What follows belongs to an exercise in optimizing a design on an open flow for small area; a production flow would make more cautious choices. Only simulation tests tie the RTL to the original design; equivalence was not proved. Power is estimated from default activity; no workload was simulated.

`flow/design.v`:
```
typedef struct packed {
  logic dpre;
  logic dpst;
  logic dcomp;
  logic dxp;
  logic dxn;
} ari_unit_t;
typedef struct packed {
  logic p1a;
  logic p1b;
  logic p2;
  logic p3o;
  logic p3a;
  logic p3b;
  logic p4p;
  logic p4m;
} flag_unit_t;
`timescale 1ns/1ps
`default_nettype none
module reset_sync #(
    parameter int ActiveLow = 0,
    parameter int SyncRegWidth = 2
) (
    i_rst,
    i_clk,
    o_rst
);
  input wire i_rst;
  input wire i_clk;
  output wire o_rst;
  reg [SyncRegWidth-1:0] sync_reg;
  assign o_rst = sync_reg[0];
  generate
    if (ActiveLow) begin : g_active_hilo
      always @(posedge i_clk or negedge i_rst) begin
        if (~i_rst) sync_reg <= {SyncRegWidth{1'b0}};
        else sync_reg <= {1'b1, sync_reg[SyncRegWidth-1:1]};
      end
    end
    else begin
      always @(posedge i_clk or posedge i_rst) begin
        if (i_rst) sync_reg <= {SyncRegWidth{1'b1}};
        else sync_reg <= {1'b0, sync_reg[SyncRegWidth-1:1]};
      end
    end
  endgenerate
endmodule
`default_nettype wire
`timescale 1ns/1ps
`default_nettype none
module dsp_be_mlse_alu_unit (
    input var logic [2:0][5:0] i_dat_unit_d0m1m2,
    input var logic [7:0] i_cfg_eq_hm1_unit,
    input var logic [7:0] i_cfg_eq_hp1_unit,
    input var logic [7:0] i_cfg_eq_hx_unit,
    output ari_unit_t o_ari_unit
);
  logic signed [5:0] sdat_d0_fxp6p0;
  logic signed [5:0] sdat_dm1_fxp6p0;
  logic signed [5:0] sdat_dm2_fxp6p0;
  logic signed [7:0] scfg_hm1_fxp6p2;
  logic signed [7:0] scfg_hp1_fxp6p2;
  logic signed [7:0] scfg_hx_fxp6p2;
  logic signed [7:0] sdat_d0_fxp6p2;
  logic signed [7:0] sdat_dm1_fxp6p2;
  logic signed [7:0] sdat_dm2_fxp6p2;
  logic signed [7:0] scfg_hm1plus_fxp6p2;
  logic signed [7:0] scfg_hp1plus_fxp6p2;
  logic signed [7:0] scfg_hxplus_fxp6p2;
  logic signed [7:0] scfg_hm1minus_fxp6p2;
  logic signed [7:0] scfg_hp1minus_fxp6p2;
  logic signed [7:0] scfg_hxminus_fxp6p2;
  ari_unit_t ari;
  logic [5:0] dat_d0;
  logic [5:0] dat_dm1;
  logic [5:0] dat_dm2;
  assign {dat_d0, dat_dm1, dat_dm2} = i_dat_unit_d0m1m2;
  assign sdat_d0_fxp6p0 = $signed(dat_d0);
  assign sdat_dm1_fxp6p0 = $signed(dat_dm1);
  assign sdat_dm2_fxp6p0 = $signed(dat_dm2);
  assign scfg_hm1_fxp6p2 = $signed(i_cfg_eq_hm1_unit);
  assign scfg_hp1_fxp6p2 = $signed(i_cfg_eq_hp1_unit);
  assign scfg_hx_fxp6p2 = $signed(i_cfg_eq_hx_unit);
  assign sdat_d0_fxp6p2 = $signed({sdat_d0_fxp6p0, 2'b00});
  assign sdat_dm1_fxp6p2 = $signed({sdat_dm1_fxp6p0, 2'b00});
  assign sdat_dm2_fxp6p2 = $signed({sdat_dm2_fxp6p0, 2'b00});
  assign scfg_hm1plus_fxp6p2 = scfg_hm1_fxp6p2;
  assign scfg_hp1plus_fxp6p2 = scfg_hp1_fxp6p2;
  assign scfg_hxplus_fxp6p2 = scfg_hx_fxp6p2;
  assign scfg_hm1minus_fxp6p2 = -scfg_hm1_fxp6p2;
  assign scfg_hp1minus_fxp6p2 = -scfg_hp1_fxp6p2;
  assign scfg_hxminus_fxp6p2 = -scfg_hx_fxp6p2;
  assign ari.dcomp = sdat_dm1_fxp6p2 > 0 ? 1'b1 : 1'b0;
  assign ari.dxp = sdat_dm1_fxp6p2 > scfg_hxplus_fxp6p2 ? 1'b1 : 1'b0;
  assign ari.dxn = sdat_dm1_fxp6p2 > scfg_hxminus_fxp6p2 ? 1'b1 : 1'b0;
  always_comb begin
    if (sdat_dm1_fxp6p2 > scfg_hp1plus_fxp6p2) begin
      ari.dpst = 1'b1;
    end
    else if (sdat_dm1_fxp6p2 < scfg_hp1minus_fxp6p2) begin
      ari.dpst = 1'b0;
    end
    else begin
      if (sdat_dm2_fxp6p2 > sdat_dm1_fxp6p2) begin
        ari.dpst = 1'b0;
      end
      else begin
        ari.dpst = 1'b1;
      end
    end
  end
  always_comb begin
    if (sdat_dm1_fxp6p2 > scfg_hm1plus_fxp6p2) begin
      ari.dpre = 1'b1;
    end
    else if (sdat_dm1_fxp6p2 < scfg_hm1minus_fxp6p2) begin
      ari.dpre = 1'b0;
    end
    else begin
      if (sdat_dm1_fxp6p2 > sdat_d0_fxp6p2) begin
        ari.dpre = 1'b1;
      end
      else begin
        ari.dpre = 1'b0;
      end
    end
  end
  assign o_ari_unit = ari;
endmodule
`default_nettype wire
`timescale 1ns/1ps
`default_nettype none
module dsp_be_mlse_alu #(
    parameter int PRLL_RANK = 64,
    parameter int PRE_PIPELINE_DEPTH = 3,
    parameter int PST_PIPELINE_DEPTH = 1
) (
    input var logic i_clk,
    input var logic [PRLL_RANK-1:0] i_rst,
    input var logic [PRLL_RANK-1:0] i_en,
    input var logic i_cfg_eq_in_inv,
    input var logic [PRLL_RANK-1:0][5:0] i_dat_be,
    input var logic [8*PRLL_RANK-1:0] i_cfg_eq_hm1,   
    input var logic [8*PRLL_RANK-1:0] i_cfg_eq_hp1,   
    input var logic [8*PRLL_RANK-1:0] i_cfg_eq_hx,    
    output logic [PRLL_RANK-1:0][4:0] o_ari
);
  logic [PRLL_RANK-1:0] rst_sync;
  logic [PRLL_RANK-1:0][5:0] dat_be;
  logic [PRLL_RANK-1:0][7:0] cfg_eq_hm1_unit;
  logic [PRLL_RANK-1:0][7:0] cfg_eq_hp1_unit;
  logic [PRLL_RANK-1:0][7:0] cfg_eq_hx_unit;
  logic [PRE_PIPELINE_DEPTH+1-1:0][PRLL_RANK-1:0][5:0] dat_pipe_pre;
  logic [PRE_PIPELINE_DEPTH+1-1:0][PRLL_RANK-1:0][5:0] dat_pipe_pre_dly;
  logic [PRLL_RANK-1:0][5:0] dat;
  logic [PRLL_RANK-1:0][5:0] dat_dly;
  logic [PRLL_RANK-1:0][2:0][5:0] dat_d0m1m2;
  logic [PRLL_RANK-1:0][4:0] ari;
  logic [PST_PIPELINE_DEPTH+1-1:0][PRLL_RANK-1:0][4:0] ari_pipe_pst;
  generate
    for (genvar k = 0; k < PRLL_RANK; k = k + 1) begin : g_rst_sync
      reset_sync #(
          .ActiveLow(0),
          .SyncRegWidth(2)
      ) reset_sync_alu (
          .i_rst(i_rst[k]),     
          .i_clk(i_clk),
          .o_rst(rst_sync[k])
      );
    end
  endgenerate
  generate
    for (genvar k = 0; k < PRLL_RANK; k = k + 1) begin : g_unpack_dat_be
      assign dat_be[k] = i_cfg_eq_in_inv ? ~i_dat_be[k] : i_dat_be[k];
    end
  endgenerate
  generate
    for (genvar k = 0; k < PRLL_RANK; k = k + 1) begin : g_unpack_cfg_eq
      assign cfg_eq_hm1_unit[k] = i_cfg_eq_hm1[8*k+:8];
      assign cfg_eq_hp1_unit[k] = i_cfg_eq_hp1[8*k+:8];
      assign cfg_eq_hx_unit[k]  = i_cfg_eq_hx[8*k+:8];
    end
  endgenerate
  assign dat_pipe_pre[0] = dat_be;
  generate
    for (genvar k = 0; k < PRLL_RANK; k = k + 1) begin : g_dat_pipe_pre_in_en
      always_ff @(posedge i_clk or posedge rst_sync[k]) begin
        if (rst_sync[k]) begin
          dat_pipe_pre_dly[0][k] <= '0;
        end
        else if (i_en[k]) begin
          dat_pipe_pre_dly[0][k] <= dat_be[k];
        end
      end
    end   
  endgenerate
  generate
    for (genvar k = 0; k < PRLL_RANK; k = k + 1) begin : g_dat_pipe_pre_en
      for (genvar i = 1; i < PRE_PIPELINE_DEPTH + 1; i = i + 1) begin : g_dat_pipe_pre
        always_ff @(posedge i_clk or posedge rst_sync[k]) begin
          if (rst_sync[k]) begin
            dat_pipe_pre[i][k] <= '0;
            dat_pipe_pre_dly[i][k] <= '0;
          end
          else if (i_en[k]) begin
            dat_pipe_pre[i][k] <= dat_pipe_pre[i-1][k];
            if (k == PRLL_RANK - 1 || k == PRLL_RANK - 2) begin
              dat_pipe_pre_dly[i][k] <= dat_pipe_pre_dly[i-1][k];
            end
            else begin
              dat_pipe_pre_dly[i][k] <= '0;
            end
          end
        end
      end   
    end   
  endgenerate
  assign dat = dat_pipe_pre[PRE_PIPELINE_DEPTH];
  assign dat_dly = dat_pipe_pre_dly[PRE_PIPELINE_DEPTH];
  generate
    for (genvar k = 0; k < PRLL_RANK; k = k + 1) begin : g_ari_unit
      if (k == 0) begin : g_assym_k_0
        assign dat_d0m1m2[k] = {dat[k], dat_dly[PRLL_RANK-1], dat_dly[PRLL_RANK-2]};
      end
      else if (k == 1) begin : g_assym_k_1
        assign dat_d0m1m2[k] = {dat[k], dat[k-1], dat_dly[PRLL_RANK-1]};
      end
      else begin : g_assym_k_2_63
        assign dat_d0m1m2[k] = {dat[k], dat[k-1], dat[k-2]};
      end
      dsp_be_mlse_alu_unit dsp_be_mlse_alu_unit (
          .i_dat_unit_d0m1m2(dat_d0m1m2[k]),
          .i_cfg_eq_hm1_unit(cfg_eq_hm1_unit[k]),
          .i_cfg_eq_hp1_unit(cfg_eq_hp1_unit[k]),
          .i_cfg_eq_hx_unit(cfg_eq_hx_unit[k]),
          .o_ari_unit(ari[k])
      );
    end   
  endgenerate
  assign ari_pipe_pst[0] = ari;
  generate
    for (genvar k = 0; k < PRLL_RANK; k = k + 1) begin : g_ari_pipe_pst_en
      for (genvar i = 1; i < PST_PIPELINE_DEPTH + 1; i = i + 1) begin : g_ari_pipe_pst
        always_ff @(posedge i_clk or posedge rst_sync[k]) begin
          if (rst_sync[k]) begin
            ari_pipe_pst[i][k] <= '0;
          end
          else if (i_en[k]) begin
            ari_pipe_pst[i][k] <= ari_pipe_pst[i-1][k];
          end
        end
      end   
    end   
  endgenerate
  assign o_ari = ari_pipe_pst[PST_PIPELINE_DEPTH];
endmodule
`default_nettype wire
`timescale 1ns/1ps
`default_nettype none
module dsp_be_patt_filt_unit (
    input var logic [2:0][4:0] i_ari_unit_d0m1m2,
    input var logic i_cfg_eq_p1a_en,
    input var logic i_cfg_eq_p1b_en,
    input var logic i_cfg_eq_p2_en,
    input var logic i_cfg_eq_p3o_en,
    input var logic i_cfg_eq_p3a_en,
    input var logic i_cfg_eq_p3b_en,
    input var logic i_cfg_eq_p4p_en,
    input var logic i_cfg_eq_p4m_en,
    output flag_unit_t o_flag_unit_d0
);
  ari_unit_t  ari_unit_d0;
  ari_unit_t  ari_unit_dm1;
  ari_unit_t  ari_unit_dm2;
  flag_unit_t flag_unit_d0;
  assign {ari_unit_d0, ari_unit_dm1, ari_unit_dm2} = i_ari_unit_d0m1m2;
  always_comb begin
    if ((ari_unit_dm2.dpre == ari_unit_dm1.dpre) &&
        (ari_unit_dm1.dpre == ari_unit_d0.dpre) &&
        (ari_unit_dm1.dpre != ari_unit_dm1.dpst)) begin
      flag_unit_d0.p1a = 1'b1;
    end
    else begin
      flag_unit_d0.p1a = 1'b0;
    end
  end
  always_comb begin
    if ((ari_unit_dm2.dpst == ari_unit_dm1.dpst) &&
            (ari_unit_dm1.dpst == ari_unit_d0.dpst) &&
            (ari_unit_dm1.dpre != ari_unit_dm1.dpst)) begin
      flag_unit_d0.p1b = 1'b1;
    end
    else begin
      flag_unit_d0.p1b = 1'b0;
    end
  end
  always_comb begin
    if ((ari_unit_dm2.dpre != ari_unit_dm2.dpst) && (ari_unit_d0.dpre != ari_unit_d0.dpst)) begin
      flag_unit_d0.p2 = 1'b1;
    end
    else begin
      flag_unit_d0.p2 = 1'b0;
    end
  end
  always_comb begin
    if (ari_unit_dm1.dpre != ari_unit_dm1.dpst) begin
      flag_unit_d0.p3o = 1'b1;
    end
    else begin
      flag_unit_d0.p3o = 1'b0;
    end
  end
  always_comb begin
    if ((ari_unit_dm1.dpre  != ari_unit_dm1.dpst    )   &&
          (ari_unit_dm2.dpre  == ari_unit_dm2.dpst    )   &&
          (ari_unit_d0.dpre    == ari_unit_d0.dpst  )   &&
          (ari_unit_dm1.dcomp == ari_unit_dm1.dpst    )   &&
          (ari_unit_d0.dxn == 1'b1     )   &&
          (ari_unit_d0.dxp == 1'b0     )   ) begin
      flag_unit_d0.p3a = 1'b1;
    end
    else begin
      flag_unit_d0.p3a = 1'b0;
    end
  end
  always_comb begin
    if (    (ari_unit_dm2.dpre  == ari_unit_dm2.dpst    )   &&
              (ari_unit_dm1.dpre  == ari_unit_dm1.dpst    )   &&
              (ari_unit_d0.dpre    == ari_unit_d0.dpst  )   &&
              (ari_unit_dm2.dpre  == ari_unit_d0.dpre  )   &&
              (ari_unit_dm1.dpre  == ari_unit_d0.dpre  )   &&
              (ari_unit_dm1.dpre  == 1'b1     )   &&
              (ari_unit_dm1.dxp   == 1'b0     )   )
          begin
      flag_unit_d0.p4m = 1'b1;
    end
    else begin
      flag_unit_d0.p4m = 1'b0;
    end
  end
  always_comb begin
    if (    (ari_unit_dm1.dpre  != ari_unit_dm1.dpst    )   &&
              (ari_unit_dm2.dpre  == ari_unit_dm2.dpst    )   &&
              (ari_unit_d0.dpre    == ari_unit_d0.dpst  )   &&
              (ari_unit_dm1.dcomp == ari_unit_dm1.dpre    )   &&
              (ari_unit_dm2.dxn   == 1'b1     )   &&
              (ari_unit_dm2.dxp   == 1'b0     )   )
          begin
      flag_unit_d0.p3b = 1'b1;
    end
    else begin
      flag_unit_d0.p3b = 1'b0;
    end
  end
  always_comb begin
    if (    (ari_unit_dm2.dpre  == ari_unit_dm2.dpst    )   &&
              (ari_unit_dm1.dpre  == ari_unit_dm1.dpst    )   &&
              (ari_unit_d0.dpre    == ari_unit_d0.dpst  )   &&
              (ari_unit_dm2.dpre  == ari_unit_d0.dpre  )   &&
              (ari_unit_dm1.dpre  == ari_unit_d0.dpre  )   &&
              (ari_unit_dm1.dpre  == 1'b0     )   &&
              (ari_unit_dm1.dxn   == 1'b1     )   )
          begin
      flag_unit_d0.p4p = 1'b1;
    end
    else begin
      flag_unit_d0.p4p = 1'b0;
    end
  end
  assign o_flag_unit_d0.p1a = flag_unit_d0.p1a & i_cfg_eq_p1a_en;
  assign o_flag_unit_d0.p1b = flag_unit_d0.p1b & i_cfg_eq_p1b_en;
  assign o_flag_unit_d0.p2  = flag_unit_d0.p2 & i_cfg_eq_p2_en;
  assign o_flag_unit_d0.p3o = flag_unit_d0.p3o & i_cfg_eq_p3o_en;
  assign o_flag_unit_d0.p3a = flag_unit_d0.p3a & i_cfg_eq_p3a_en;
  assign o_flag_unit_d0.p3b = flag_unit_d0.p3b & i_cfg_eq_p3b_en;
  assign o_flag_unit_d0.p4p = flag_unit_d0.p4p & i_cfg_eq_p4p_en;
  assign o_flag_unit_d0.p4m = flag_unit_d0.p4m & i_cfg_eq_p4m_en;
endmodule
`default_nettype wire
`timescale 1ns/1ps
`default_nettype none
module dsp_be_patt_filt #(
    parameter int PRLL_RANK = 64,
    parameter int PRE_PIPELINE_DEPTH = 3,
    parameter int PST_PIPELINE_DEPTH = 2
) (
    input var logic i_clk,
    input var logic [PRLL_RANK-1:0] i_rst,
    input var logic [PRLL_RANK-1:0] i_en,
    input var logic i_cfg_eq_p1a_en,
    input var logic i_cfg_eq_p1b_en,
    input var logic i_cfg_eq_p2_en,
    input var logic i_cfg_eq_p3o_en,
    input var logic i_cfg_eq_p3a_en,
    input var logic i_cfg_eq_p3b_en,
    input var logic i_cfg_eq_p4p_en,
    input var logic i_cfg_eq_p4m_en,
    input var logic [PRLL_RANK-1:0][4:0] i_ari,
    output logic [PRLL_RANK-1:0][4:0] o_ari,
    output logic [PRLL_RANK-1:0][7:0] o_flag
);
  logic [PRLL_RANK-1:0] rst_sync;
  logic [PRE_PIPELINE_DEPTH+1-1:0][PRLL_RANK-1:0][4:0] ari_pipe_pre;
  logic [PRE_PIPELINE_DEPTH+1-1:0][PRLL_RANK-1:0][4:0] ari_pipe_pre_dly;
  logic [PRLL_RANK-1:0][4:0] ari;
  logic [PRLL_RANK-1:0][4:0] ari_dly;
  logic [PRLL_RANK-1:0][2:0][4:0] ari_d0m1m2;
  logic [PRLL_RANK-1:0][7:0] flag_d0;
  logic [PST_PIPELINE_DEPTH+1-1:0][PRLL_RANK-1:0][7:0] flag_pipe_pst;
  logic [PST_PIPELINE_DEPTH+1-1:0][PRLL_RANK-1:0][4:0] ari_pipe_pst;
  generate
    for (genvar k = 0; k < PRLL_RANK; k = k + 1) begin : g_rst_sync
      reset_sync #(
          .ActiveLow(0),
          .SyncRegWidth(2)
      ) reset_sync_alu (
          .i_rst(i_rst[k]),     
          .i_clk(i_clk),
          .o_rst(rst_sync[k])
      );
    end
  endgenerate
  assign ari_pipe_pre[0] = i_ari;
  generate
    for (genvar k = 0; k < PRLL_RANK; k = k + 1) begin : g_ari_pipe_pre_in_en
      always_ff @(posedge i_clk or posedge rst_sync[k]) begin
        if (rst_sync[k]) begin
          ari_pipe_pre_dly[0][k] <= '0;
        end
        else if (i_en[k]) begin
          ari_pipe_pre_dly[0][k] <= i_ari[k];
        end
      end
    end   
  endgenerate
  generate
    for (genvar k = 0; k < PRLL_RANK; k = k + 1) begin : g_ari_pipe_pre_en
      for (genvar i = 1; i < PRE_PIPELINE_DEPTH + 1; i = i + 1) begin : g_ari_pipe_pre
        always_ff @(posedge i_clk or posedge rst_sync[k]) begin
          if (rst_sync[k]) begin
            ari_pipe_pre[i][k] <= '0;
            ari_pipe_pre_dly[i][k] <= '0;
          end
          else if (i_en[k]) begin
            ari_pipe_pre[i][k] <= ari_pipe_pre[i-1][k];
            if (k == PRLL_RANK - 1 || k == PRLL_RANK - 2) begin
              ari_pipe_pre_dly[i][k] <= ari_pipe_pre_dly[i-1][k];
            end
            else begin
              ari_pipe_pre_dly[i][k] <= '0;
            end
          end
        end
      end   
    end   
  endgenerate
  assign ari = ari_pipe_pre[PRE_PIPELINE_DEPTH];
  assign ari_dly = ari_pipe_pre_dly[PRE_PIPELINE_DEPTH];
  generate
    for (genvar k = 0; k < PRLL_RANK; k = k + 1) begin : g_patt_filt_unit
      if (k == 0) begin : g_assym_k_0
        assign ari_d0m1m2[k] = {ari[0], ari_dly[PRLL_RANK-1], ari_dly[PRLL_RANK-2]};
      end
      else if (k == 1) begin : g_assym_k_1
        assign ari_d0m1m2[k] = {ari[1], ari[0], ari_dly[PRLL_RANK-1]};
      end
      else begin : g_assym_k_2_63
        assign ari_d0m1m2[k] = {ari[k], ari[k-1], ari[k-2]};
      end
      dsp_be_patt_filt_unit dsp_be_patt_filt_unit (
          .i_ari_unit_d0m1m2(ari_d0m1m2[k]),
          .i_cfg_eq_p1a_en(i_cfg_eq_p1a_en),
          .i_cfg_eq_p1b_en(i_cfg_eq_p1b_en),
          .i_cfg_eq_p2_en (i_cfg_eq_p2_en),
          .i_cfg_eq_p3o_en(i_cfg_eq_p3o_en),
          .i_cfg_eq_p3a_en(i_cfg_eq_p3a_en),
          .i_cfg_eq_p3b_en(i_cfg_eq_p3b_en),
          .i_cfg_eq_p4p_en(i_cfg_eq_p4p_en),
          .i_cfg_eq_p4m_en(i_cfg_eq_p4m_en),
          .o_flag_unit_d0(flag_d0[k])
      );
    end
  endgenerate
  assign ari_pipe_pst[0] = ari;
  generate
    for (genvar k = 0; k < PRLL_RANK; k = k + 1) begin : g_ari_pipe_pst_en
      for (genvar i = 1; i < PST_PIPELINE_DEPTH + 1; i = i + 1) begin : g_ari_pipe_pst
        always_ff @(posedge i_clk or posedge rst_sync[k]) begin
          if (rst_sync[k]) begin
            ari_pipe_pst[i][k] <= '0;
          end
          else if (i_en[k]) begin
            ari_pipe_pst[i][k] <= ari_pipe_pst[i-1][k];
          end
        end
      end   
    end   
  endgenerate
  assign o_ari = ari_pipe_pst[PST_PIPELINE_DEPTH];
  assign flag_pipe_pst[0] = flag_d0;
  generate
    for (genvar k = 0; k < PRLL_RANK; k = k + 1) begin : g_flag_pipe_pst_en
      for (genvar i = 1; i < PST_PIPELINE_DEPTH + 1; i = i + 1) begin : g_flag_pipe_pst
        always_ff @(posedge i_clk or posedge rst_sync[k]) begin
          if (rst_sync[k]) begin
            flag_pipe_pst[i][k] <= '0;
          end
          else if (i_en[k]) begin
            flag_pipe_pst[i][k] <= flag_pipe_pst[i-1][k];
          end
        end
      end   
    end   
  endgenerate
  assign o_flag = flag_pipe_pst[PST_PIPELINE_DEPTH];
endmodule
`default_nettype wire
`timescale 1ns/1ps
`default_nettype none
module dsp_be_mlse_dec_unit (
    input var logic [2:0][7:0] i_flag_unit_d0m1m2,
    input var ari_unit_t i_ari_unit_dm2,
    output logic o_drx_unit_d0
);
  flag_unit_t flag_unit_d0;
  flag_unit_t flag_unit_dm1;
  flag_unit_t flag_unit_dm2;
  ari_unit_t  ari_unit_dm2;
  assign {flag_unit_d0, flag_unit_dm1, flag_unit_dm2} = i_flag_unit_d0m1m2;
  assign ari_unit_dm2 = i_ari_unit_dm2;
  always_comb begin
    if (flag_unit_d0.p3b == 1'b1) o_drx_unit_d0 = ~ari_unit_dm2.dpre;
    else if (flag_unit_d0.p2 == 1'b1) o_drx_unit_d0 = ari_unit_dm2.dpst;
    else if (flag_unit_dm1.p1a == 1'b1) o_drx_unit_d0 = ari_unit_dm2.dpst;
    else if (flag_unit_dm1.p1b == 1'b1) o_drx_unit_d0 = ari_unit_dm2.dpre;
    else if (flag_unit_dm1.p3o == 1'b1) o_drx_unit_d0 = ari_unit_dm2.dcomp;
    else if (flag_unit_dm1.p2 == 1'b1) o_drx_unit_d0 = ~ari_unit_dm2.dpre;
    else if (flag_unit_dm1.p4m == 1'b1) o_drx_unit_d0 = 1'b0;
    else if (flag_unit_dm1.p4p == 1'b1) o_drx_unit_d0 = 1'b1;
    else if (flag_unit_dm2.p3a == 1'b1) o_drx_unit_d0 = ~ari_unit_dm2.dpst;
    else if (flag_unit_dm2.p2 == 1'b1) o_drx_unit_d0 = ari_unit_dm2.dpre;
    else o_drx_unit_d0 = ari_unit_dm2.dpst;
  end
endmodule
`default_nettype wire
`timescale 1ns/1ps
`default_nettype none
module dsp_be_mlse_dec #(
    parameter int PRLL_RANK = 64,
    parameter int PRE_PIPELINE_DEPTH = 3,
    parameter int PST_PIPELINE_DEPTH = 1
) (
    input var logic i_clk,
    input var logic [PRLL_RANK-1:0] i_rst,
    input var logic [PRLL_RANK-1:0] i_en,
    input var logic i_cfg_eq_out_inv,
    input var logic i_cfg_eq_out_endian,
    input var logic [PRLL_RANK-1:0][4:0] i_ari,
    input var logic [PRLL_RANK-1:0][7:0] i_flag,
    output logic [PRLL_RANK-1:0] o_drx
);
  logic [PRLL_RANK-1:0] rst_sync;
  logic [PRE_PIPELINE_DEPTH+1-1:0][PRLL_RANK-1:0][4:0] ari_pipe_pre;
  logic [PRE_PIPELINE_DEPTH+1-1:0][PRLL_RANK-1:0][4:0] ari_pipe_pre_dly;
  logic [PRLL_RANK-1:0][4:0] ari;
  logic [PRLL_RANK-1:0][4:0] ari_dly;
  logic [PRE_PIPELINE_DEPTH+1-1:0][PRLL_RANK-1:0][7:0] flag_pipe_pre;
  logic [PRE_PIPELINE_DEPTH+1-1:0][PRLL_RANK-1:0][7:0] flag_pipe_pre_dly;
  logic [PRLL_RANK-1:0][7:0] flag;
  logic [PRLL_RANK-1:0][7:0] flag_dly;
  logic [PRLL_RANK-1:0][2:0][7:0] flag_d0m1m2;
  logic [PRLL_RANK-1:0][4:0] ari_dm2;
  logic [PRLL_RANK-1:0] drx_d0;
  logic [PST_PIPELINE_DEPTH+1-1:0][PRLL_RANK-1:0] drx_pipe_pst;
  logic [PRLL_RANK-1:0] drx_pipe_last;
  logic [PRLL_RANK-1:0] drx_chicken;
  generate
    for (genvar k = 0; k < PRLL_RANK; k = k + 1) begin : g_rst_sync
      reset_sync #(
          .ActiveLow(0),
          .SyncRegWidth(2)
      ) reset_sync_alu (
          .i_rst(i_rst[k]),     
          .i_clk(i_clk),
          .o_rst(rst_sync[k])
      );
    end
  endgenerate
  assign ari_pipe_pre[0] = i_ari;
  generate
    for (genvar k = 0; k < PRLL_RANK; k = k + 1) begin : g_ari_pipe_pre_in_en
      always_ff @(posedge i_clk or posedge rst_sync[k]) begin
        if (rst_sync[k]) begin
          ari_pipe_pre_dly[0][k] <= '0;
        end
        else if (i_en[k]) begin
          ari_pipe_pre_dly[0][k] <= i_ari[k];
        end
      end
    end   
  endgenerate
  generate
    for (genvar k = 0; k < PRLL_RANK; k = k + 1) begin : g_ari_pipe_pre_en
      for (genvar i = 1; i < PRE_PIPELINE_DEPTH + 1; i = i + 1) begin : g_ari_pipe_pre
        always_ff @(posedge i_clk or posedge rst_sync[k]) begin
          if (rst_sync[k]) begin
            ari_pipe_pre[i][k] <= '0;
            ari_pipe_pre_dly[i][k] <= '0;
          end
          else if (i_en[k]) begin
            ari_pipe_pre[i][k] <= ari_pipe_pre[i-1][k];
            if (k == PRLL_RANK - 1 || k == PRLL_RANK - 2) begin
              ari_pipe_pre_dly[i][k] <= ari_pipe_pre_dly[i-1][k];
            end
            else begin
              ari_pipe_pre_dly[i][k] <= '0;
            end
          end
        end
      end   
    end   
  endgenerate
  assign ari = ari_pipe_pre[PRE_PIPELINE_DEPTH];
  assign ari_dly = ari_pipe_pre_dly[PRE_PIPELINE_DEPTH];
  assign flag_pipe_pre[0] = i_flag;
  generate
    for (genvar k = 0; k < PRLL_RANK; k = k + 1) begin : g_flag_pipe_pre_in_en
      always_ff @(posedge i_clk or posedge rst_sync[k]) begin
        if (rst_sync[k]) begin
          flag_pipe_pre_dly[0][k] <= '0;
        end
        else if (i_en[k]) begin
          flag_pipe_pre_dly[0][k] <= i_flag[k];
        end
      end
    end   
  endgenerate
  generate
    for (genvar k = 0; k < PRLL_RANK; k = k + 1) begin : g_flag_pipe_pre_en
      for (genvar i = 1; i < PRE_PIPELINE_DEPTH + 1; i = i + 1) begin : g_flag_pipe_pre
        always_ff @(posedge i_clk or posedge rst_sync[k]) begin
          if (rst_sync[k]) begin
            flag_pipe_pre[i][k] <= '0;
            flag_pipe_pre_dly[i][k] <= '0;
          end
          else if (i_en[k]) begin
            flag_pipe_pre[i][k] <= flag_pipe_pre[i-1][k];
            if (k == PRLL_RANK - 1 || k == PRLL_RANK - 2) begin
              flag_pipe_pre_dly[i][k] <= flag_pipe_pre_dly[i-1][k];
            end
            else begin
              flag_pipe_pre_dly[i][k] <= '0;
            end
          end
        end
      end   
    end   
  endgenerate
  assign flag = flag_pipe_pre[PRE_PIPELINE_DEPTH];
  assign flag_dly = flag_pipe_pre_dly[PRE_PIPELINE_DEPTH];
  generate
    for (genvar k = 0; k < PRLL_RANK; k = k + 1) begin : g_dec_unit
      if (k == 0) begin : g_assym_k_0
        assign flag_d0m1m2[k] = {flag[k], flag_dly[PRLL_RANK-1], flag_dly[PRLL_RANK-2]};
        assign ari_dm2[k] = ari_dly[PRLL_RANK-2];
      end
      else if (k == 1) begin : g_assym_k_1
        assign flag_d0m1m2[k] = {flag[k], flag[k-1], flag_dly[PRLL_RANK-1]};
        assign ari_dm2[k] = ari_dly[PRLL_RANK-1];
      end
      else begin : g_assym_k_2_63
        assign flag_d0m1m2[k] = {flag[k], flag[k-1], flag[k-2]};
        assign ari_dm2[k] = ari[k-2];
      end
      dsp_be_mlse_dec_unit dsp_be_mlse_dec_unit (
          .i_flag_unit_d0m1m2(flag_d0m1m2[k]),
          .i_ari_unit_dm2(ari_dm2[k]),
          .o_drx_unit_d0(drx_d0[k])
      );
    end
  endgenerate
  assign drx_pipe_pst[0] = drx_d0;
  generate
    for (genvar k = 0; k < PRLL_RANK; k = k + 1) begin : g_drx_pipe_pst_en
      for (genvar i = 1; i < PST_PIPELINE_DEPTH + 1; i = i + 1) begin : g_drx_pipe_pst
        always_ff @(posedge i_clk or posedge rst_sync[k]) begin
          if (rst_sync[k]) begin
            drx_pipe_pst[i][k] <= '0;
          end
          else if (i_en[k]) begin
            drx_pipe_pst[i][k] <= drx_pipe_pst[i-1][k];
          end
        end
      end   
    end   
  endgenerate
  assign drx_pipe_last = drx_pipe_pst[PST_PIPELINE_DEPTH];
  assign drx_chicken   = i_cfg_eq_out_inv ? ~drx_pipe_last : drx_pipe_last;
  logic [PRLL_RANK-1:0] drx_chicken_rev;
  generate
    for (genvar k = 0; k < PRLL_RANK; k = k + 1) begin : g_drx_rev
      assign drx_chicken_rev[k] = drx_chicken[PRLL_RANK-1-k];
    end
  endgenerate
  always_comb begin
    if (i_cfg_eq_out_endian) begin
      o_drx = drx_chicken_rev;   
    end
    else begin
      o_drx = drx_chicken;   
    end
  end
endmodule
`default_nettype wire
`timescale 1ns/1ps
`default_nettype none
module dsp_be_eq #(
    parameter int PRLL_RANK = 64,
    parameter int ALU_PRE_PP_DEPTH = 3,
    parameter int ALU_PST_PP_DEPTH = 1,
    parameter int FILT_PRE_PP_DEPTH = 3,
    parameter int FILT_PST_PP_DEPTH = 2,
    parameter int DEC_PRE_PP_DEPTH = 3,
    parameter int DEC_PST_PP_DEPTH = 1
) (
    input var logic i_clk,
    input var logic [PRLL_RANK-1:0] i_rst_alu,
    input var logic [PRLL_RANK-1:0] i_rst_filt,
    input var logic [PRLL_RANK-1:0] i_rst_dec,
    input var logic [PRLL_RANK-1:0] i_en_alu,
    input var logic [PRLL_RANK-1:0] i_en_filt,
    input var logic [PRLL_RANK-1:0] i_en_dec,
    input var logic i_cfg_eq_in_inv,
    input var logic i_cfg_eq_out_inv,
    input var logic i_cfg_eq_out_endian,
    input var logic i_cfg_eq_p1a_en,
    input var logic i_cfg_eq_p1b_en,
    input var logic i_cfg_eq_p2_en,
    input var logic i_cfg_eq_p3o_en,
    input var logic i_cfg_eq_p3a_en,
    input var logic i_cfg_eq_p3b_en,
    input var logic i_cfg_eq_p4p_en,
    input var logic i_cfg_eq_p4m_en,
    input var logic [8*PRLL_RANK-1:0] i_cfg_eq_hm1,   
    input var logic [8*PRLL_RANK-1:0] i_cfg_eq_hp1,   
    input var logic [8*PRLL_RANK-1:0] i_cfg_eq_hx,    
    input var logic [PRLL_RANK-1:0][5:0] i_dat_be,   
    output var logic [PRLL_RANK-1:0] o_drx
);
  logic [PRLL_RANK-1:0][4:0] ari;
  logic [PRLL_RANK-1:0][4:0] ari_fwd;
  logic [PRLL_RANK-1:0][7:0] flag;
  dsp_be_mlse_alu #(
      .PRLL_RANK(PRLL_RANK),
      .PRE_PIPELINE_DEPTH(ALU_PRE_PP_DEPTH),
      .PST_PIPELINE_DEPTH(ALU_PST_PP_DEPTH)
  ) dsp_be_mlse_alu (
      .i_clk(i_clk),
      .i_rst(i_rst_alu),
      .i_en (i_en_alu),
      .i_cfg_eq_in_inv(i_cfg_eq_in_inv),
      .i_cfg_eq_hm1(i_cfg_eq_hm1),
      .i_cfg_eq_hp1(i_cfg_eq_hp1),
      .i_cfg_eq_hx(i_cfg_eq_hx),
      .i_dat_be(i_dat_be),
      .o_ari(ari)
  );
  dsp_be_patt_filt #(
      .PRLL_RANK(PRLL_RANK),
      .PRE_PIPELINE_DEPTH(FILT_PRE_PP_DEPTH),
      .PST_PIPELINE_DEPTH(FILT_PST_PP_DEPTH)
  ) dsp_be_patt_filt (
      .i_clk(i_clk),
      .i_rst(i_rst_filt),
      .i_en (i_en_filt),
      .i_cfg_eq_p1a_en(i_cfg_eq_p1a_en),
      .i_cfg_eq_p1b_en(i_cfg_eq_p1b_en),
      .i_cfg_eq_p2_en (i_cfg_eq_p2_en),
      .i_cfg_eq_p3o_en(i_cfg_eq_p3o_en),
      .i_cfg_eq_p3a_en(i_cfg_eq_p3a_en),
      .i_cfg_eq_p3b_en(i_cfg_eq_p3b_en),
      .i_cfg_eq_p4p_en(i_cfg_eq_p4p_en),
      .i_cfg_eq_p4m_en(i_cfg_eq_p4m_en),
      .i_ari (ari),
      .o_ari (ari_fwd),
      .o_flag(flag)
  );
  dsp_be_mlse_dec #(
      .PRLL_RANK(PRLL_RANK),
      .PRE_PIPELINE_DEPTH(DEC_PRE_PP_DEPTH),
      .PST_PIPELINE_DEPTH(DEC_PST_PP_DEPTH)
  ) dsp_be_mlse_dec (
      .i_clk(i_clk),
      .i_rst(i_rst_dec),
      .i_en (i_en_dec),
      .i_cfg_eq_out_inv(i_cfg_eq_out_inv),
      .i_cfg_eq_out_endian(i_cfg_eq_out_endian),
      .i_ari (ari_fwd),
      .i_flag(flag),
      .o_drx (o_drx)
  );
endmodule
`default_nettype wire
`timescale 1ns/1ps
`default_nettype none
module mlse_eq_top (
    input wire i_clk,
    input wire i_rst,
    input wire i_en,
    input wire i_cfg_eq_in_inv,
    input wire i_cfg_eq_out_inv,
    input wire i_cfg_eq_out_endian,
    input wire i_cfg_eq_p1a_en,
    input wire i_cfg_eq_p1b_en,
    input wire i_cfg_eq_p2_en,
    input wire i_cfg_eq_p3o_en,
    input wire i_cfg_eq_p3a_en,
    input wire i_cfg_eq_p3b_en,
    input wire i_cfg_eq_p4p_en,
    input wire i_cfg_eq_p4m_en,
    input wire [511:0] i_cfg_eq_hm1,   
    input wire [511:0] i_cfg_eq_hp1,   
    input wire [511:0] i_cfg_eq_hx,    
    input wire [383:0] i_dat_be,   
    output wire [63:0] o_drx
);
  localparam int N = 64;
  localparam int DEPTH = 12;
  logic [N-1:0][5:0] x;
  for (genvar k = 0; k < N; k++) begin : g_x
    assign x[k] = i_cfg_eq_in_inv ? ~i_dat_be[6*k+:6] : i_dat_be[6*k+:6];
  end
  logic [5:0] x63_q;      
  logic       c63_q;      
  logic [N-1:0] c;        
  logic [N-1:0] am, as, ay, az;
  for (genvar k = 0; k < N; k++) begin : g_alu
    logic [5:0] vm1, qx;
    logic [7:0] hm, hp, hx;
    logic cm1, ep, hi_m, lo_m, hi_p, lo_p, dpre, dpst, dcomp, dxp, dxn;
    if (k == 0) begin : g_k0
      assign vm1 = x63_q;
      assign cm1 = c63_q;
    end else begin : g_kn
      assign vm1 = x[k-1];
      assign cm1 = c[k-1];
    end
    assign hm = i_cfg_eq_hm1[8*k+:8];
    assign hp = i_cfg_eq_hp1[8*k+:8];
    assign hx = i_cfg_eq_hx[8*k+:8];
    gts #(6) u_c (.a(vm1), .b(x[k]), .g0(1'b0), .gt(c[k]));
    hilo u_m (.a(vm1), .b(hm[7:2]), .hi(hi_m), .lo(lo_m));
    hilo u_p (.a(vm1), .b(hp[7:2]), .hi(hi_p), .lo(lo_p));
    assign ep = hp == 8'h80;
    assign qx = ~hx[7:2] + {5'd0, hx[1:0] == 2'b00};
    gts #(6) u_xp (.a(vm1), .b(hx[7:2]), .g0(1'b0), .gt(dxp));
    gts #(6) u_xn (.a(vm1), .b(qx), .g0(1'b0), .gt(dxn));
    assign dcomp = !vm1[5] && (vm1 != 6'd0);
    assign dpst = hi_p ? 1'b1 : (lo_p & ~ep) ? 1'b0 : !cm1;
    assign dpre = hi_m ? 1'b1 : lo_m ? 1'b0 : c[k];
    assign am[k] = dpre ^ dpst;
    assign as[k] = dpst;
    assign ay[k] = am[k] ? dcomp : (dxn & !dxp);
    assign az[k] = dpre ? (i_cfg_eq_p4m_en & !dxp) : (i_cfg_eq_p4p_en & dxn);
  end
  logic [N-1:0] qm, qs, qy, qz;       
  logic [3:0] tm, ts, ty, tz;         
  logic [N+3:0] m, s, p, y, z, m2e, eqp, eqs;
  assign m = {qm, tm};
  assign s = {qs, ts};
  assign y = {qy, ty};
  assign z = {qz, tz};
  assign p = s ^ m;
  assign m2e = m & {(N + 4){i_cfg_eq_p2_en}};
  assign eqp = {~(p[N+3:1] ^ p[N+2:0]), 1'b0};
  assign eqs = {~(s[N+3:1] ^ s[N+2:0]), 1'b0};
  logic [N-1:0] dec;
  for (genvar k = 0; k < N; k++) begin : g_dec
    localparam int J = k + 4;
    logic t0, d0, d1, r12, r3, r5;
    assign t0 = (y[J-2] & ((i_cfg_eq_p3b_en & m[J-1] & !m[J] & (y[J-1] == p[J-1])) |   
                           (i_cfg_eq_p3a_en & m[J-3] & !m[J-4] & (y[J-3] == s[J-3]))))  
              | (m2e[J-3] & m[J-1])                                                     
              | (!m[J-3] & !m[J-1] & eqp[J-2] & eqp[J-1] & z[J-2]);                     
    assign d0 = s[J-2] ^ t0;
    assign r12 = m2e[J] | (i_cfg_eq_p1a_en & eqp[J-2] & eqp[J-1]);                     
    assign r3 = i_cfg_eq_p1b_en & eqs[J-2] & eqs[J-1];                                 
    assign r5 = m2e[J-3] & m[J-1];                                                     
    assign d1 = r12 ? s[J-2] : r3 ? !s[J-2] : i_cfg_eq_p3o_en ? y[J-2] :
                r5 ? s[J-2] : m2e[J-4] ? !s[J-2] : s[J-2];
    assign dec[k] = m[J-2] ? d1 : d0;
  end
  logic [DEPTH-1:0][N-1:0] dq;
  always_ff @(posedge i_clk) begin
    if (i_en) begin
      x63_q <= x[N-1];
      c63_q <= c[N-1];
      {qm, qs, qy, qz} <= {am, as, ay, az};
      {tm, ts, ty, tz} <= {qm[N-1:N-4], qs[N-1:N-4], qy[N-1:N-4], qz[N-1:N-4]};
      dq <= {dq[DEPTH-2:0], dec};
    end
  end
  logic [N-1:0] drx, drx_rev;
  assign drx = dq[DEPTH-1] ^ {N{i_cfg_eq_out_inv}};
  for (genvar k = 0; k < N; k++) begin : g_rev
    assign drx_rev[k] = drx[N-1-k];
  end
  assign o_drx = i_cfg_eq_out_endian ? drx_rev : drx;
  logic unused_rst;
  assign unused_rst = i_rst;
endmodule
module gts #(
    parameter int W = 6
) (
    input  wire [W-1:0] a,
    input  wire [W-1:0] b,
    input  wire         g0,
    output wire         gt
);
  wire [W:0] g;
  assign g[0] = g0;
  for (genvar i = 0; i < W - 1; i++) begin : g_bit
    assign g[i+1] = (a[i] ^ b[i]) ? a[i] : g[i];
  end
  assign g[W] = (a[W-1] ^ b[W-1]) ? b[W-1] : g[W-1];
  assign gt = g[W];
endmodule
module hilo #(
    parameter int W = 6
) (
    input  wire [W-1:0] a,
    input  wire [W-1:0] b,
    output wire         hi,
    output wire         lo
);
  wire [W:0] g, l;
  wire [W-1:0] e;
  assign e = a ^ b;
  assign g[0] = 1'b0;
  assign l[0] = 1'b1;
  for (genvar i = 0; i < W - 1; i++) begin : g_bit
    assign g[i+1] = e[i] ? a[i] : g[i];
    assign l[i+1] = e[i] ? l[i] : ~a[i];
  end
  assign g[W] = e[W-1] ? b[W-1] : g[W-1];
  assign l[W] = e[W-1] ? l[W-1] : b[W-1];
  assign hi = g[W];
  assign lo = l[W];
endmodule
`default_nettype wire
```
`flow/flow/run.sh`:
```
#!/bin/bash
# Layout flow: the standard synthesis, then its combinational logic mapped
# again by ABC with an area-oriented script (registers, their names and cell
# types are kept), then the standard flow from floorplan to finish, with
# the smallest buffer on the ports, and the pins of each lane placed so that
# the 64 lanes lie in a folded ring along the long, low die (flow/pins.tcl).
set -euo pipefail
W=$PWD
R=$W/orfs/results/$FLOW_PLATFORM/mlse_eq_top/base
F=$W/flow

bash standard.sh synth > $W/log_1_standard_synth.log 2>&1
cp $R/1_2_yosys.v $W/std_1_2_yosys.v

LIB=$FLOW_HOME/platforms/$FLOW_PLATFORM/lib/sky130_fd_sc_hd__tt_025C_1v80.lib
DU=""
for c in $(sed -n '/DONT_USE_CELLS += /,/^#/p' $FLOW_HOME/platforms/$FLOW_PLATFORM/config.mk | grep -o 'sky130_fd_sc_hd__[a-z0-9_]*'); do
  DU="$DU -dont_use $c"
done
FFS=$(grep -o 'sky130_fd_sc_hd__[a-z0-9_]*' $W/std_1_2_yosys.v | sort -u | grep -E 'df|dl' | tr '\n' ' ')
BB=""
for c in $FFS; do BB="$BB blackbox $c;"; done

yosys -l $W/log_2_reopt.log -p "read_verilog $W/std_1_2_yosys.v; read_liberty -ignore_miss_func $LIB; $BB hierarchy -top $FLOW_TOP; flatten; hierarchy -top $FLOW_TOP; opt_clean; abc -script $F/area.abc -liberty $LIB $DU; opt_clean -purge; read_liberty -lib -ignore_redef $LIB; setundef -zero; hilomap -singleton -hicell sky130_fd_sc_hd__conb_1 HI -locell sky130_fd_sc_hd__conb_1 LO; insbuf -buf sky130_fd_sc_hd__buf_4 A X; opt_clean -purge; tee -o $W/reopt_stat.txt stat -liberty $LIB; check -assert -mapped; write_verilog -noattr -nohex -nodec $W/reopt.v" > /dev/null 2>&1

cp $W/reopt.v $R/1_2_yosys.v
touch $R/1_2_yosys.v
bash standard.sh "BUFFER_PORTS_ARGS=-buffer_cell sky130_fd_sc_hd__buf_1" PRE_IO_PLACEMENT_TCL=$F/pins.tcl finish > $W/log_3_standard_finish.log 2>&1
```
`flow/flow/area.abc`:
```
strash
balance -l
resub -K 6 -l
rewrite -l
resub -K 6 -N 2 -l
refactor -l
resub -K 8 -l
balance -l
resub -K 8 -N 2 -l
rewrite -l
resub -K 10 -l
rewrite -z -l
resub -K 10 -N 2 -l
balance -l
resub -K 12 -l
refactor -z -l
resub -K 12 -N 2 -l
rewrite -z -l
balance -l
balance -l
resub -K 6 -l
rewrite -l
resub -K 6 -N 2 -l
refactor -l
resub -K 8 -l
balance -l
resub -K 8 -N 2 -l
rewrite -l
resub -K 10 -l
rewrite -z -l
resub -K 10 -N 2 -l
balance -l
resub -K 12 -l
refactor -z -l
resub -K 12 -N 2 -l
rewrite -z -l
balance -l
dch -f
amap
topo
```
`flow/flow/pins.tcl`:
```
# Pin regions for a long, low die: lane k (0..31) on the top edge and lane
# 63-k below it on the bottom edge, in 32 equal segments from left to right,
# so that the lanes form a folded ring (lane 63 next to lane 0, 31 next to 32).
# Global control and configuration pins go on the left edge.
set die_area [ord::get_die_area]
set die_w [expr {[lindex $die_area 2] - [lindex $die_area 0]}]
set seg [expr {($die_w - 20.0) / 32.0}]
proc lane_pins {k} {
  set names {}
  for {set i 0} {$i < 6} {incr i} { lappend names "i_dat_be\[[expr {6 * $k + $i}]\]" }
  foreach bus {i_cfg_eq_hm1 i_cfg_eq_hp1 i_cfg_eq_hx} {
    for {set i 0} {$i < 8} {incr i} { lappend names "$bus\[[expr {8 * $k + $i}]\]" }
  }
  # o_drx is left to the pin placer
  return $names
}
for {set k 0} {$k < 32} {incr k} {
  set a [expr {10.0 + $k * $seg}]
  set b [expr {10.0 + ($k + 1) * $seg}]
  set_io_pin_constraint -pin_names [lane_pins $k] -region "top:$a-$b"
  set_io_pin_constraint -pin_names [lane_pins [expr {63 - $k}]] -region "bottom:$a-$b"
}
set_io_pin_constraint -pin_names {i_clk i_rst i_en i_cfg_eq_in_inv i_cfg_eq_out_inv i_cfg_eq_out_endian i_cfg_eq_p1a_en i_cfg_eq_p1b_en i_cfg_eq_p2_en i_cfg_eq_p3o_en i_cfg_eq_p3a_en i_cfg_eq_p3b_en i_cfg_eq_p4p_en i_cfg_eq_p4m_en} -region "left:*"
```
`flow/standard.sh`:
```
#!/bin/bash
# synth_recipe.tcl (not shown) runs the flow's synth.tcl, then flattens the netlist and writes it again
# the make line also repeats each setting of config.mk as NAME=value (left out here)
make -C /OpenROAD-flow-scripts/flow DESIGN_CONFIG=/design/flow/config.mk WORK_HOME=/design/flow/orfs CLKGATE_MAP_FILE= SYNTH_SCRIPT=/design/flow/synth_recipe.tcl "${@:-finish}"
```
`flow/config.mk`:
```
export PLATFORM = sky130hd
export DESIGN_NAME = mlse_eq_top
export DESIGN_NICKNAME = mlse_eq_top
export VERILOG_FILES = /design/flow/design.v
export SDC_FILE = /design/flow/constraint.sdc
export NUM_CORES = 4
export LEC_CHECK = 0
export ABC_AREA = 1
export CAP_MARGIN = 20
export CORE_AREA = 5 5 1245 195
export DIE_AREA = 0 0 1250 200
export SLEW_MARGIN = 20
```
`flow/constraint.sdc`:
```
create_clock -name core_clock -period 3.3 [get_ports {i_clk}]
set_input_delay 0.6600 -clock core_clock [delete_from_list [all_inputs] [get_ports {i_clk}]]
set_output_delay 0.6600 -clock core_clock [all_outputs]
set_load 0.01 [all_outputs]
```
==> out/qor.yml, run 1 <==
detailed_routing:
  first_pass_iters: 10
  wl_um: 344000
  drt_iter0_markers: 10139
  drc: 0
  num_vias: 98192
  wl_per_cell_um: 20.0
  viasPerCell: 5.69
  ant_nets: 0
layout:
  final_cells: 17245
  multi_input_area_um2: 46000
  finalInstanceArea_um2: 109000
  area_growth_pct: 32.8
  n_fill_cell: 23349
  regArea_um2: 31300
  final_nets: 15930
  drive_above_1_share_pct: 13.4
flow_run:
  drv_cap: 0
timing:
  finalHoldViolCount: 0
  fin_ws_ns: 0.132
  drv_slew: 0
  setup_violations: 0
  min_period_ns: 3.17
  maxSlewHeadroom_pct: 26.0
  fmax_ghz: 0.316
  tightestPinTransition_ns: 1.11
  grt_setup_unrepaired: "yes"
  fin_skew_ns: 0.0899
  layout_worst_path_cycle_share_pct: 96.0
die:
  die_x_um: 1250
  row_count: 69
  start_util_pct: 35.2
  die_y_um: 200
  die_area_um2: 250000
  core_area_um2: 233000
  ios: 1998
setup_path:
  worst-setup-path-type: "input port to register"
  r2r_slack_ns: 0.28
  rr_worst_depth: 9
  end_kind: "register"
  start_kind: "input port"
  cp_data_required_time_ns: 3.92
  arrival_ns: 3.79
  cp_max_fo: 20
  r2r_start: "qs[8]$_DFFE_PP_"
  rr_endpoint: "dq[11]$_DFFE_PP_"
clock_tree:
  post_cts_buffers: 0
  cts_tree: "built"
  path_clk_slew_ns: 0.09
  insertion_delay_ns: 0.80
  cts_max_path_buffers: 4
  clock-sinks: 1043
  root_buffer: "clkbuf_16"
  cts_buffers: 73
  htreeDepth: 3
power_and_ir_drop:
  p_leak_nw: 37.6
  p_per_area_nw_per_um2: 414
  max-vdd-ir-drop_mv: 0.515
  totalPowerFinal_w: 0.0450
worst_hold_path:
  hold_path_end: "qs[40]$_DFFE_PP_"
  hold_class: "input port to register"
  hold_depth: 3
  hold_start: "i_cfg_eq_hp1[327]"
synth:
  yosysWarnings: 1
  syn_area_per_cell_um2: 7.86
  synthCells: 10413
  netlist_area_um2: 81900
  synth_nets: 12347
global_routing:
  grt_pass1_wl_um: 500000
  grt_max_degree: 134
  grtUsageTotal_pct: 25.5
  antenna_found_initial: 20
  grt_pass1_vias: 85217
  grt.overflow.total: 0
placement:
  gp_congestion: 0.952
  post_dp_cell_area_um2: 106000
  placedCellCount: 17079
  io_buffers: 1868
  hpwl_um: 281000
  place_ws_ns: -0.679
status:
  outcome: "no timing/DRC/antenna violations"
## through the flow
stage	hold WS (ns)	util, %	setup TNS, ns
3_5_place_dp	0.405	45.6	-89.27
4_1_cts	0.211	46.6	0
6_report	0.297	46.7	0
5_1_grt	0.259	46.7	-0.129
2_1_floorplan	0.400	-	-47.15
3_3_place_gp	0.400	45.6	-81.11
## what timing repair did
item	4_1_cts	5_1_grt
endpoints found under the setup margin	0	48
gates resized for setup	0	62
hold buffers	0	0
## cell type report
cell class                      instances  share of cell area (%)
Tap cell                             3159                    3.64
Sequential cell                      1043                    28.8
Timing Repair Buffer                 3508                    18.5
Clock inverter                         43                   0.392
Clock buffer                           81                    1.71
Inverter                             1301                    4.54
Antenna cell                           41                  0.0944
Multi-Input combinational cell       8069                    42.3
## worst max-delay path: stages
cell       delay [ns]
clkbuf_4         0.14
buf_12           0.16
clkinv_16        0.11
buf_12           0.21
buf_4            0.20
nor2_1           0.05
a21oi_1          0.16
clkinv_1         0.12
o22ai_1          0.14
o221ai_1         0.13
o221ai_1         0.09
o221ai_1         0.13
o21ai_0          0.09
a21oi_1          0.06
a21oi_1          0.22
buf_4            0.15
nor3_1           0.04
a221o_1          0.32
nor2_1           0.17
a21oi_2          0.07
o32ai_1          0.26
## placed cells by master, fill, tap and decap left out, types with 92 or more instances in the layout
cell type	n
nand2_1	1058
a211oi_1	96
edfxtp_1	1043
o211ai_1	133
nor2_1	1455
a222oi_1	138
a21oi_1	1043
nand3_1	230
nor4_1	92
o221ai_1	503
buf_4	1604
o22ai_1	671
a22oi_1	154
o21ai_0	839
or2_0	145
a221oi_1	146
nor3_1	222
a31oi_1	128
clkinv_1	1285
o21a_1	147
buf_1	1838
## state kept, by name (all words and copies together), names as in the netlist
| name | count |
|---|---|
| ts | 3 |
| tz | 2 |
| c63_q | 1 |
| qz | 64 |
| tm | 4 |
| qs | 64 |
| ty | 3 |
| qy | 64 |
| x63_q | 6 |
| qm | 64 |
| dq | 768 |
## how the worst max path moves through the flow
stage          slack [ns]  cells past startpoint             from               end
3_3_place_gp        -0.65                     21  i_cfg_eq_in_inv  qy[62]$_DFFE_PP_
2_1_floorplan       -0.45                     14  i_cfg_eq_in_inv  qy[57]$_DFFE_PP_
4_1_cts              0.16                     19  i_cfg_eq_in_inv  qy[32]$_DFFE_PP_
3_5_place_dp        -0.68                     19  i_cfg_eq_in_inv  qy[32]$_DFFE_PP_
5_1_grt             -0.07                     21  i_cfg_eq_in_inv  qy[25]$_DFFE_PP_
6_report             0.13                     21  i_cfg_eq_in_inv  qy[25]$_DFFE_PP_
## metal layers
| metal | part of all wire (%) | GRT usage (%) | up-vias |
|---|---|---|---|
| li1 | - | - | 48372 |
| met1 | 49 | 40.3 | 45866 |
| met2 | 39 | 34.4 | 3650 |
| met3 | 11 | 7.93 | 292 |
| met4 | 0.98 | 2.28 | 12 |
| met5 | 0.12 | 0.161 | - |
## report_power, final
group	switching [W]	leakage (nW)	internal [W]	total, W
Clock	0.00540	1.11	0.00458	0.00998
Combinational	0.0102	26.3	0.00721	0.0174
Sequential	0.00114	10.2	0.0164	0.0176
==> inputs of run 2 (changes only) <==
--- a/flow/flow/run.sh
+++ b/flow/flow/run.sh
@@ -4,6 +4,8 @@
 # types are kept), then the standard flow from floorplan to finish, with
 # the smallest buffer on the ports, and the pins of each lane placed so that
 # the 64 lanes lie in a folded ring along the long, low die (flow/pins.tcl).
+# The timing-driven global placement keeps its buffering only once its overflow
+# is below 0.3, so that it buffers for a placement close to the final one.
 set -euo pipefail
 W=$PWD
 R=$W/orfs/results/$FLOW_PLATFORM/mlse_eq_top/base
@@ -25,4 +27,4 @@
 
 cp $W/reopt.v $R/1_2_yosys.v
 touch $R/1_2_yosys.v
-bash standard.sh "BUFFER_PORTS_ARGS=-buffer_cell sky130_fd_sc_hd__buf_1" PRE_IO_PLACEMENT_TCL=$F/pins.tcl finish > $W/log_3_standard_finish.log 2>&1
+bash standard.sh "BUFFER_PORTS_ARGS=-buffer_cell sky130_fd_sc_hd__buf_1" PRE_IO_PLACEMENT_TCL=$F/pins.tcl GPL_KEEP_OVERFLOW=0.3 finish > $W/log_3_standard_finish.log 2>&1
==> run 2 against run 1 <==
  * Now fails the layout checks on setup timing
  * Final area up 0.40%
  * Synthesized cell count unchanged
  * Hold slack better by 0.0093 ns
  * Clock skew down 0.0012 ns
  * Critical path type unchanged
==> out/qor.yml, run 2 <==
status:
  outcome: "complete, but fails checks"  # was no timing/DRC/antenna violations
  check.faults: "setup timing"
timing:
  setup_violations: 4  # was 0
  drv_slew: 0  # unchanged
  fin_ws_ns: -0.0322  # was 0.132 ns
  maxSlewHeadroom_pct: 45.5  # was 26.0%
  finalSetupTns_ns: -0.0920  # was 0 ns
  finalHoldViolCount: 0  # unchanged
  grt_setup_unrepaired: "yes"  # unchanged
  tightestPinTransition_ns: 0.818  # was 1.11 ns
  layout_worst_path_cycle_share_pct: 101  # was 96.0%
  min_period_ns: 3.33  # was 3.17 ns
  fmax_ghz: 0.300  # was 0.316 GHz
  fin_skew_ns: 0.0887  # was 0.0899 ns
setup_path:
  rr_endpoint: "dq[56]$_DFFE_PP_"  # was dq[11]$_DFFE_PP_
  critPathMaxStageDelay_ns: 0.39  # was 0.32 ns
  rr_worst_depth: 9  # unchanged
  worst-setup-path-type: "input port to register"  # unchanged
  end_kind: "register"  # unchanged
  slowest_stage: "buf_4"  # was a221o_1
  crit_chain: "clkbuf_8 > clkinv_16 > buf_4 > a21oi_4 > clkinv_1 > o211ai_1 > o211ai_1 > o21ai_0 > o21ai_0 > o221ai_1 > a21boi_2 > o221a_1 > a21oi_1 > a222oi_1 > clkinv_1 > buf_4 > a21oi_2 > nor2_1 > a32o_1"  # was clkbuf_4 > buf_12 > clkinv_16 > buf_12 > buf_4 > nor2_1 > a21oi_1 > clkinv_1 > o22ai_1 > o221ai_1 > o221ai_1 > o221ai_1 > o21ai_0 > a21oi_1 > a21oi_1 > buf_4 > nor3_1 > a221o_1 > nor2_1 > a21oi_2 > o32ai_1
  cp_max_fo: 24  # was 20
  start_kind: "input port"  # unchanged
  r2r_slack_ns: 0.27  # was 0.28 ns
  arrival_ns: 3.90  # was 3.79 ns
  r2r_start: "qs[55]$_DFFE_PP_"  # was qs[8]$_DFFE_PP_
  crit_path_end: "qy[40]$_DFFE_PP_"  # was qy[25]$_DFFE_PP_
  cp_data_required_time_ns: 3.87  # was 3.92 ns
  cp-startpoint: "i_cfg_eq_in_inv"  # unchanged
layout:
  final_cell_mix: "buf_1 (1,826), buf_4 (1,602), nor2_1 (1,455)"  # was buf_1 (1,838), buf_4 (1,604), nor2_1 (1,455)
  n_fill_cell: 23162  # was 23,349
  largest_reg_flops: 768  # unchanged
  max_flop_register: "dq"  # unchanged
  final_nets: 15938  # was 15,930
  area_growth_pct: 33.4  # was 32.8%
  drive_above_1_share_pct: 13.5  # was 13.4%
  finalCoreUtilization_pct: 46.9  # was 46.7%
  layout_commonest_cell: "buf_1"  # unchanged
global_routing:
  grt_pass1_wl_um: 493000  # was 500,000 µm
  grt_max_degree: 79  # was 134
  grtUsageTotal_pct: 25.2  # was 25.5%
  grt_pass1_vias: 84753  # was 85,217
  grt.overflow.total: 0  # unchanged
  antenna_found_initial: 18  # was 20
die:
  row_count: 69  # unchanged
  ios: 1998  # unchanged
  die_x_um: 1250  # unchanged
  core_area_um2: 233000  # unchanged
  die_y_um: 200  # unchanged
  start_util_pct: 35.2  # unchanged
  die_area_um2: 250000  # unchanged
power_and_ir_drop:
  totalPowerFinal_w: 0.0455  # was 0.0450 W
  p_leak_nw: 37.8  # was 37.6 nW
  max-vdd-ir-drop_mv: 0.338  # was 0.515 mV
  p_per_area_nw_per_um2: 417  # was 414 nW/µm²
detailed_routing:
  num_vias: 98605  # was 98,192
  wl_per_cell_um: 19.9  # was 20.0 µm
  viasPerCell: 5.73  # was 5.69
  drc: 0  # unchanged
  drt_iter0_markers: 10458  # was 10,139
  first_pass_iters: 10  # unchanged
  wl_um: 343000  # was 344,000 µm
  ant_nets: 0  # unchanged
clock_tree:
  htreeDepth: 3  # unchanged
  insertion_delay_ns: 0.82  # was 0.80 ns
  cts_tree: "built"  # unchanged
  cts_max_path_buffers: 4  # unchanged
  cts_buffers: 72  # was 73
  root_buffer: "clkbuf_16"  # unchanged
  clock-sinks: 1043  # unchanged
  path_clk_slew_ns: 0.11  # was 0.09 ns
placement:
  io_buffers: 1868  # unchanged
  gp_congestion: 0.987  # was 0.952
  hpwl_um: 279000  # was 281,000 µm
synth:
  yosysWarnings: 1  # unchanged
  netlist_area_um2: 81900  # unchanged
  syn_area_per_cell_um2: 7.86  # unchanged
  synth_nets: 12347  # unchanged
  synthCells: 10413  # unchanged
flow_run:
  drv_cap: 0  # unchanged
worst_hold_path:
  hold_class: "input port to register"  # unchanged
==> run 2: repair_timing <==
action	CTS	global route
hold endpoints to repair	0	0
setup endpoints to repair	2	32
cloned	0	2
hold buffers	0	0
setup buffers	0	2
gates resized for setup	1	51
pin swaps	0	1
==> run 2: how the worst min path moves through the flow <==
stage | startpoint | depth (start not counted) | end | slack (ns)
final | i_cfg_eq_hp1[151] | 3 | qs[18]$_DFFE_PP_ | 0.31
after global routing | i_cfg_eq_hp1[151] | 3 | qs[18]$_DFFE_PP_ | 0.22
after CTS | i_cfg_eq_hp1[151] | 3 | qs[18]$_DFFE_PP_ | 0.22
after detailed placement | dq[43]$_DFFE_PP_ | 0 | dq[107]$_DFFE_PP_ | 0.40
after global placement | dq[324]$_DFFE_PP_ | 0 | dq[388]$_DFFE_PP_ | 0.40
after floorplan | dq[36]$_DFFE_PP_ | 0 | dq[100]$_DFFE_PP_ | 0.40
==> run 2: metrics by stage <==
step	hold WS [ns]	setup WS, ns	cell area, µm²	cells
after global routing	0.217	-0.0679	109000	17214
after CTS	0.222	0.0348	109000	17210
after floorplan	0.400	-0.451	82100	10413
after detailed placement	0.405	-0.970	106000	17085
after global placement	0.400	-0.973	106000	17085
final	0.306	-0.0322	109000	17222
==> run 2: area by class of cell <==
class	count	area (µm²)	area share, %
Antenna cell	8	20.0	0.0183
Clock buffer	79	1830	1.67
Clock inverter	46	592	0.542
Inverter	1301	4930	4.52
Multi-Input combinational cell	8069	46000	42.2
Sequential cell	1043	31300	28.7
Tap cell	3159	3950	3.62
Timing Repair Buffer	3517	20500	18.8
==> run 2: report_power, final <==
group	switching, W	internal (W)	leakage, nW
Clock	0.00533	0.00505	1.16
Combinational	0.0104	0.00728	26.5
Sequential	0.000988	0.0164	10.2
==> run 2: critical path, delay by kind of cell <==
kind	cells	cell delay (ns)
buffers and inverters	6	1.17
AOI/OAI and AO/OA	12	1.69
and+or+nand+nor	1	0.06
==> run 2: per-layer routing <==
layer  global-route usage (%)  up-vias  wire, µm
li1                         -    48355         -
met1                     39.8    46068    169000
met2                     33.4     3853    133000
met3                     8.23      315     37700
met4                     2.60       14      3670
met5                    0.197        -       146

[separate check: timing with driven ports]
The results above use ideal ports. As a check the final layouts listed here were re-extracted and re-timed, cells and wires unchanged. Step 1, drivers: a clkbuf_16 drives i_clk and a buf_2 each remaining input, both assumed. Step 2 adds t to the input delays and takes it off the output delays; t is the mean of the earliest and latest rising clock arrival at the registers after step 1. Input paths then give back, and output paths get back, about the clock's delay inside the block. a / b / c = ideal ports / drivers / drivers and shift; a / b = the first two.
run | t (ns) | setup WS [ns] | pins driven straight from the clock port
run 1 | 0.899 | 0.132 / -0.391 / -0.718 | 1
run 2 | 0.920 | -0.032 / -0.070 / -0.850 | 1
With both steps, setup timing fails in run 1, where it was met with ideal ports. The setup slack of run 1, which loses most, moves by -0.523 ns with the drivers and by -0.850 ns with both steps.
